This is an optimization exercise on Yosys and OpenROAD, whose aim is small area and a short achievable clock period, not a production implementation.
Power and IR drop assume default switching activity.

==> v20: inputs <==
// alu
module alu #(
    parameter DATA_WIDTH = 32,
    parameter INST_WIDTH = 4
)(
    input                   i_clk,
    input                   i_rst_n,
    input  [DATA_WIDTH-1:0] i_data_a,
    input  [DATA_WIDTH-1:0] i_data_b,
    input  [INST_WIDTH-1:0] i_inst,
    input                   i_valid,
    output [DATA_WIDTH-1:0] o_data,
    output                  o_overflow,
    output                  o_valid
);
reg [31:0] o_data_r;
reg        o_overflow_r;
reg        o_valid_r;
assign o_data     = o_data_r;
assign o_overflow = o_overflow_r;
assign o_valid    = o_valid_r;
wire [31:0] a  = i_data_a;
wire [31:0] b  = i_data_b;
wire [3:0]  op = i_inst;
wire is_mul = i_valid & ((op == 4'd2) | (op == 4'd7));
wire addop  = i_valid & ((op == 4'd0) | (op == 4'd1) | (op == 4'd5) | (op == 4'd6));
wire sub    = i_valid & ((op == 4'd1) | (op == 4'd6));
wire [32:0] bx = {b, 1'b0};
wire [15:0] bt_one, bt_two, bt_neg;
genvar gi;
generate
    for (gi = 0; gi < 16; gi = gi + 1) begin : g_enc
        assign bt_one[gi] = bx[2*gi+1] ^ bx[2*gi];
        assign bt_two[gi] = (bx[2*gi+2] & ~bx[2*gi+1] & ~bx[2*gi]) |
                            (~bx[2*gi+2] & bx[2*gi+1] & bx[2*gi]);
        assign bt_neg[gi] = bx[2*gi+2] & ~(bx[2*gi+1] & bx[2*gi]);
    end
endgenerate
wire pp0_0 = ((bt_one[0] & a[0])) ^ bt_neg[0];
wire pp0_1 = ((bt_one[0] & a[1]) | (bt_two[0] & a[0])) ^ bt_neg[0];
wire pp0_2 = ((bt_one[0] & a[2]) | (bt_two[0] & a[1])) ^ bt_neg[0];
wire pp0_3 = ((bt_one[0] & a[3]) | (bt_two[0] & a[2])) ^ bt_neg[0];
wire pp0_4 = ((bt_one[0] & a[4]) | (bt_two[0] & a[3])) ^ bt_neg[0];
wire pp0_5 = ((bt_one[0] & a[5]) | (bt_two[0] & a[4])) ^ bt_neg[0];
wire pp0_6 = ((bt_one[0] & a[6]) | (bt_two[0] & a[5])) ^ bt_neg[0];
wire pp0_7 = ((bt_one[0] & a[7]) | (bt_two[0] & a[6])) ^ bt_neg[0];
  ...
==> module ovf, before the edit <==
module ovf (
    input  [31:0] a, b,
    input  [3:0]  op,
    input         valid, sub,
    output reg [3:0] ovt
);
wire sgn = ~op[2];                        
wire [31:0] xa = a ^ {32{sgn & a[31]}};
wire [31:0] xb = b ^ {32{sgn & b[31]}};
reg  [31:0] tb;                           
reg ge32, ge31;
integer i;
always @(*) begin
    tb[31] = xb[31];
    for (i = 30; i >= 0; i = i - 1)
        tb[i] = tb[i+1] | xb[i];
    ge32 = 1'b0;
    ge31 = xa[0] & tb[31];
    for (i = 1; i <= 31; i = i + 1) begin
        ge32 = ge32 | (xa[i] & tb[32-i]);
        ge31 = ge31 | (xa[i] & tb[31-i]);
    end
end
wire e31 = ge31 & ~ge32;
wire sneg = a[31] ^ b[31];
wire k32 = (a[31] & b[0]) ^ (b[31] & a[0]);    
wire x31 = a[31] ^ b[31] ^ sub;                
always @(*) begin
    case (op)
        4'd0, 4'd1: ovt = {x31, ~x31, ~x31, x31};            
        4'd2: ovt = {ge32 | ~sneg | (sneg & e31 & k32),
                     ge32 | ~sneg | (sneg & e31 & ~k32),
                     ge32 | (~sneg & (e31 | ~k32)) | (sneg & e31 & k32),
                     ge32 | (~sneg & (e31 | k32)) | (sneg & e31 & ~k32)};
        4'd5: ovt = 4'b1010;                                 
        4'd6: ovt = 4'b0101;                                 
        4'd7: ovt = {1'b1, ge32, 1'b1, ge32};
        default: ovt = 4'b0000;
    endcase
    if (!valid) ovt = 4'b0000;
end
endmodule
clock: 13.0 ns
lec_check: 0
cap_margin: 20
core_margin: 2
core_utilization: 45
place_density: 0.6
setup_slack_margin: 4
slew_margin: 20
synth_hierarchical: 1
synth_minimum_keep_size: 0
run.sh (not shown) runs the stock make flow with config.mk's settings and CLKGATE_MAP_FILE= SYNTH_SCRIPT=/design/flow/synth_recipe.tcl, a recipe that flattens the netlist after the stock synthesis.
==> v13: changes against v20 <==
--- a/flow/design.v
+++ b/flow/design.v
@@ -1014,20 +1014,35 @@
 wire sgn = ~op[2];                        
 wire [31:0] xa = a ^ {32{sgn & a[31]}};
 wire [31:0] xb = b ^ {32{sgn & b[31]}};
-reg  [31:0] tb;                           
-reg ge32, ge31;
-integer i;
-always @(*) begin
-    tb[31] = xb[31];
-    for (i = 30; i >= 0; i = i - 1)
-        tb[i] = tb[i+1] | xb[i];
-    ge32 = 1'b0;
-    ge31 = xa[0] & tb[31];
-    for (i = 1; i <= 31; i = i + 1) begin
-        ge32 = ge32 | (xa[i] & tb[32-i]);
-        ge31 = ge31 | (xa[i] & tb[31-i]);
+wire [32:0] tb;                           
+wire [31:0] lb;                           
+wire [8:0]  hb;                           
+assign tb[32] = 1'b0;
+assign hb[8] = 1'b0;
+genvar g;
+generate
+    for (g = 0; g < 8; g = g + 1) begin : g_sfx
+        sfx4 u (.x(xb[4*g+3:4*g]), .t(lb[4*g+3:4*g]));
+        assign hb[g] = hb[g+1] | lb[4*g];
+        assign tb[4*g+3:4*g] = lb[4*g+3:4*g] | {4{hb[g+1]}};
     end
-end
+endgenerate
+wire [31:0] q32, q31;
+generate
+    for (g = 0; g < 32; g = g + 1) begin : g_q
+        assign q32[g] = (g == 0) ? 1'b0 : tb[32-g];
+        assign q31[g] = tb[31-g];
+    end
+endgenerate
+wire [3:0] h32, h31;
+generate
+    for (g = 0; g < 4; g = g + 1) begin : g_h
+        ao8 u32 (.p(xa[8*g+7:8*g]), .q(q32[8*g+7:8*g]), .y(h32[g]));
+        ao8 u31 (.p(xa[8*g+7:8*g]), .q(q31[8*g+7:8*g]), .y(h31[g]));
+    end
+endgenerate
+wire ge32 = |h32;
+wire ge31 = |h31;
 wire e31 = ge31 & ~ge32;
 wire sneg = a[31] ^ b[31];
 wire k32 = (a[31] & b[0]) ^ (b[31] & a[0]);    
@@ -1047,6 +1062,15 @@
     if (!valid) ovt = 4'b0000;
 end
 endmodule
+module sfx4 (input [3:0] x, output [3:0] t);
+assign t[3] = x[3];
+assign t[2] = t[3] | x[2];
+assign t[1] = t[2] | x[1];
+assign t[0] = t[1] | x[0];
+endmodule
+module ao8 (input [7:0] p, input [7:0] q, output y);
+assign y = |(p & q);
+endmodule
 module omux (input [3:0] t, input s31, input s32, output y);
 assign y = t[{s31, s32}];
 endmodule
- SETUP_SLACK_MARGIN: 4 -> 3
==> v15: changes against v20 <==
--- a/flow/design.v
+++ b/flow/design.v
@@ -1014,20 +1014,35 @@
 wire sgn = ~op[2];                        
 wire [31:0] xa = a ^ {32{sgn & a[31]}};
 wire [31:0] xb = b ^ {32{sgn & b[31]}};
-reg  [31:0] tb;                           
-reg ge32, ge31;
-integer i;
-always @(*) begin
-    tb[31] = xb[31];
-    for (i = 30; i >= 0; i = i - 1)
-        tb[i] = tb[i+1] | xb[i];
-    ge32 = 1'b0;
-    ge31 = xa[0] & tb[31];
-    for (i = 1; i <= 31; i = i + 1) begin
-        ge32 = ge32 | (xa[i] & tb[32-i]);
-        ge31 = ge31 | (xa[i] & tb[31-i]);
+wire [32:0] tb;                           
+wire [31:0] lb;                           
+wire [8:0]  hb;                           
+assign tb[32] = 1'b0;
+assign hb[8] = 1'b0;
+genvar g;
+generate
+    for (g = 0; g < 8; g = g + 1) begin : g_sfx
+        sfx4 u (.x(xb[4*g+3:4*g]), .t(lb[4*g+3:4*g]));
+        assign hb[g] = hb[g+1] | lb[4*g];
+        assign tb[4*g+3:4*g] = lb[4*g+3:4*g] | {4{hb[g+1]}};
     end
-end
+endgenerate
+wire [31:0] q32, q31;
+generate
+    for (g = 0; g < 32; g = g + 1) begin : g_q
+        assign q32[g] = (g == 0) ? 1'b0 : tb[32-g];
+        assign q31[g] = tb[31-g];
+    end
+endgenerate
+wire [3:0] h32, h31;
+generate
+    for (g = 0; g < 4; g = g + 1) begin : g_h
+        ao8 u32 (.p(xa[8*g+7:8*g]), .q(q32[8*g+7:8*g]), .y(h32[g]));
+        ao8 u31 (.p(xa[8*g+7:8*g]), .q(q31[8*g+7:8*g]), .y(h31[g]));
+    end
+endgenerate
+wire ge32 = |h32;
+wire ge31 = |h31;
 wire e31 = ge31 & ~ge32;
 wire sneg = a[31] ^ b[31];
 wire k32 = (a[31] & b[0]) ^ (b[31] & a[0]);    
@@ -1047,6 +1062,15 @@
     if (!valid) ovt = 4'b0000;
 end
 endmodule
+module sfx4 (input [3:0] x, output [3:0] t);
+assign t[3] = x[3];
+assign t[2] = t[3] | x[2];
+assign t[1] = t[2] | x[1];
+assign t[0] = t[1] | x[0];
+endmodule
+module ao8 (input [7:0] p, input [7:0] q, output y);
+assign y = |(p & q);
+endmodule
 module omux (input [3:0] t, input s31, input s32, output y);
 assign y = t[{s31, s32}];
 endmodule
- SETUP_SLACK_MARGIN: 4 -> 5
==> v11: changes against v20 <==
--- a/flow/design.v
+++ b/flow/design.v
@@ -1014,20 +1014,35 @@
 wire sgn = ~op[2];                        
 wire [31:0] xa = a ^ {32{sgn & a[31]}};
 wire [31:0] xb = b ^ {32{sgn & b[31]}};
-reg  [31:0] tb;                           
-reg ge32, ge31;
-integer i;
-always @(*) begin
-    tb[31] = xb[31];
-    for (i = 30; i >= 0; i = i - 1)
-        tb[i] = tb[i+1] | xb[i];
-    ge32 = 1'b0;
-    ge31 = xa[0] & tb[31];
-    for (i = 1; i <= 31; i = i + 1) begin
-        ge32 = ge32 | (xa[i] & tb[32-i]);
-        ge31 = ge31 | (xa[i] & tb[31-i]);
+wire [32:0] tb;                           
+wire [31:0] lb;                           
+wire [8:0]  hb;                           
+assign tb[32] = 1'b0;
+assign hb[8] = 1'b0;
+genvar g;
+generate
+    for (g = 0; g < 8; g = g + 1) begin : g_sfx
+        sfx4 u (.x(xb[4*g+3:4*g]), .t(lb[4*g+3:4*g]));
+        assign hb[g] = hb[g+1] | lb[4*g];
+        assign tb[4*g+3:4*g] = lb[4*g+3:4*g] | {4{hb[g+1]}};
     end
-end
+endgenerate
+wire [31:0] q32, q31;
+generate
+    for (g = 0; g < 32; g = g + 1) begin : g_q
+        assign q32[g] = (g == 0) ? 1'b0 : tb[32-g];
+        assign q31[g] = tb[31-g];
+    end
+endgenerate
+wire [3:0] h32, h31;
+generate
+    for (g = 0; g < 4; g = g + 1) begin : g_h
+        ao8 u32 (.p(xa[8*g+7:8*g]), .q(q32[8*g+7:8*g]), .y(h32[g]));
+        ao8 u31 (.p(xa[8*g+7:8*g]), .q(q31[8*g+7:8*g]), .y(h31[g]));
+    end
+endgenerate
+wire ge32 = |h32;
+wire ge31 = |h31;
 wire e31 = ge31 & ~ge32;
 wire sneg = a[31] ^ b[31];
 wire k32 = (a[31] & b[0]) ^ (b[31] & a[0]);    
@@ -1047,6 +1062,15 @@
     if (!valid) ovt = 4'b0000;
 end
 endmodule
+module sfx4 (input [3:0] x, output [3:0] t);
+assign t[3] = x[3];
+assign t[2] = t[3] | x[2];
+assign t[1] = t[2] | x[1];
+assign t[0] = t[1] | x[0];
+endmodule
+module ao8 (input [7:0] p, input [7:0] q, output y);
+assign y = |(p & q);
+endmodule
 module omux (input [3:0] t, input s31, input s32, output y);
 assign y = t[{s31, s32}];
 endmodule
==> flow/flow/run.sh (new file) <==
#!/bin/bash
# The standard ORFS layout (standard synthesis included), except that the
# port buffers are plain buffers (buf_4) rather than the delay cell that
# buffer_ports picks on its own; every port still gets its buffer.
set -uo pipefail
export BUFFER_PORTS_ARGS="-buffer_cell sky130_fd_sc_hd__buf_4"
bash standard.sh finish > flow_make.log 2>&1
status=$?
cp -r orfs/logs flow_logs 2>/dev/null || true
exit $status
==> flow/standard.sh (new file) <==
#!/bin/bash
# synth_recipe.tcl (not shown) runs the flow's synth.tcl, then flattens the netlist and writes it again
# the make line also repeats each setting of config.mk as NAME=value (left out here)
make -C /OpenROAD-flow-scripts/flow DESIGN_CONFIG=/design/flow/config.mk WORK_HOME=/design/flow/orfs CLKGATE_MAP_FILE= SYNTH_SCRIPT=/design/flow/synth_recipe.tcl "${@:-finish}"
removed: flow/run.sh
==> comparison table <==
quantity                                                                  v20                      v11                      v15                      v13
Clk_buf instances                                                           5                        7                        7                        6
First-pass GRT wire length                                          120000 um                101000 um                122000 um                 98400 um
Non-filler cells in the finished layout                                  2664                     2383                     2651                     2377
Number of buffers inserted to repair setup after CTS                       54                       26                      183                        9
Sequential cell area share                                              3.87%                    4.32%                    3.45%                    4.38%
Wire length on met1                                                  30300 um                 26500 um                 29400 um                 25800 um
Non-clock buffer total of the final layout                                260                      175                      439                      170
Critical path startpoint                                         i_data_a[17]             i_data_b[10]              i_data_b[5]             i_data_a[11]
Crit share post-route                                                   69.8%                    68.8%                    67.8%                    75.6%
DR vias/cell                                                             6.98                     6.69                     7.03                     6.58
Final standard cell area without fillers                          22000 sq um              19700 sq um              24700 sq um              19400 sq um
Worst Hold Slack                                                      2.40 ns                  2.26 ns                  2.40 ns                  2.39 ns
Outcome                                               complete, no violations  complete, no violations  complete, no violations  complete, no violations
Post-placement cell area                                          20100 sq um              18500 sq um              19300 sq um              19000 sq um
Die X-Extent                                                           209 um                   202 um                   202 um                   202 um
Final setup margin                                                    3.93 ns                  4.05 ns                  4.18 ns                  3.17 ns
Iteration count of the initial detailed-routing pass                        7                        6                        7                        7
Max Fclk                                                            0.110 GHz                0.112 GHz                0.113 GHz                0.102 GHz
Required time at the worst-slack endpoint                            13.16 ns                 13.16 ns                 13.17 ns                 13.17 ns
Power density relative to cell area                               187 nW/um^2              201 nW/um^2              199 nW/um^2              204 nW/um^2
Seq pwr                                                            0.000158 W               0.000155 W               0.000155 W               0.000154 W
Maximum single-stage delay on the critical path                       0.95 ns                  0.54 ns                  0.58 ns                  0.95 ns
Internal power contribution                                         0.00199 W                0.00189 W                0.00241 W                0.00189 W
No functional check of the RTL was part of any run of this note.

==> afterwards: timing with drivers on the ports <==
How much do the figures lean on ideal ports? The routed layouts below were timed once more, with nothing changed but the port constraints.
Step 1, drivers: a clkbuf_16 drives i_clk and a buf_2 each remaining input, both assumed.
Step 2 times the ports against the registers' clock, not the clock port: input delays grow and output delays shrink by t, the midpoint of the rising clock arrivals with the driver on.
Slacks: no drivers / after step 1 / after step 2; pairs: no drivers / after step 1.
| run | t (ns) | setup slack, ns | clock arrival spread, ns | pins driven straight from the clock port |
|---|---|---|---|---|
| v20 | 0.318 | 3.928 / 3.927 / 3.609 | 0.011 / 0.010 | 1 |
| v13 | 0.338 | 3.169 / 3.182 / 2.844 | 0.012 / 0.012 | 1 |
| v15 | 0.348 | 4.185 / 4.182 / 3.834 | 0.012 / 0.011 | 1 |
| v11 | 0.339 | 4.052 / 4.074 / 3.735 | 0.004 / 0.004 | 1 |
After both steps setup and hold are still met in every run listed. For v15, which loses most, drivers alone change the setup slack by -0.003 ns; drivers and shift together by -0.351 ns.
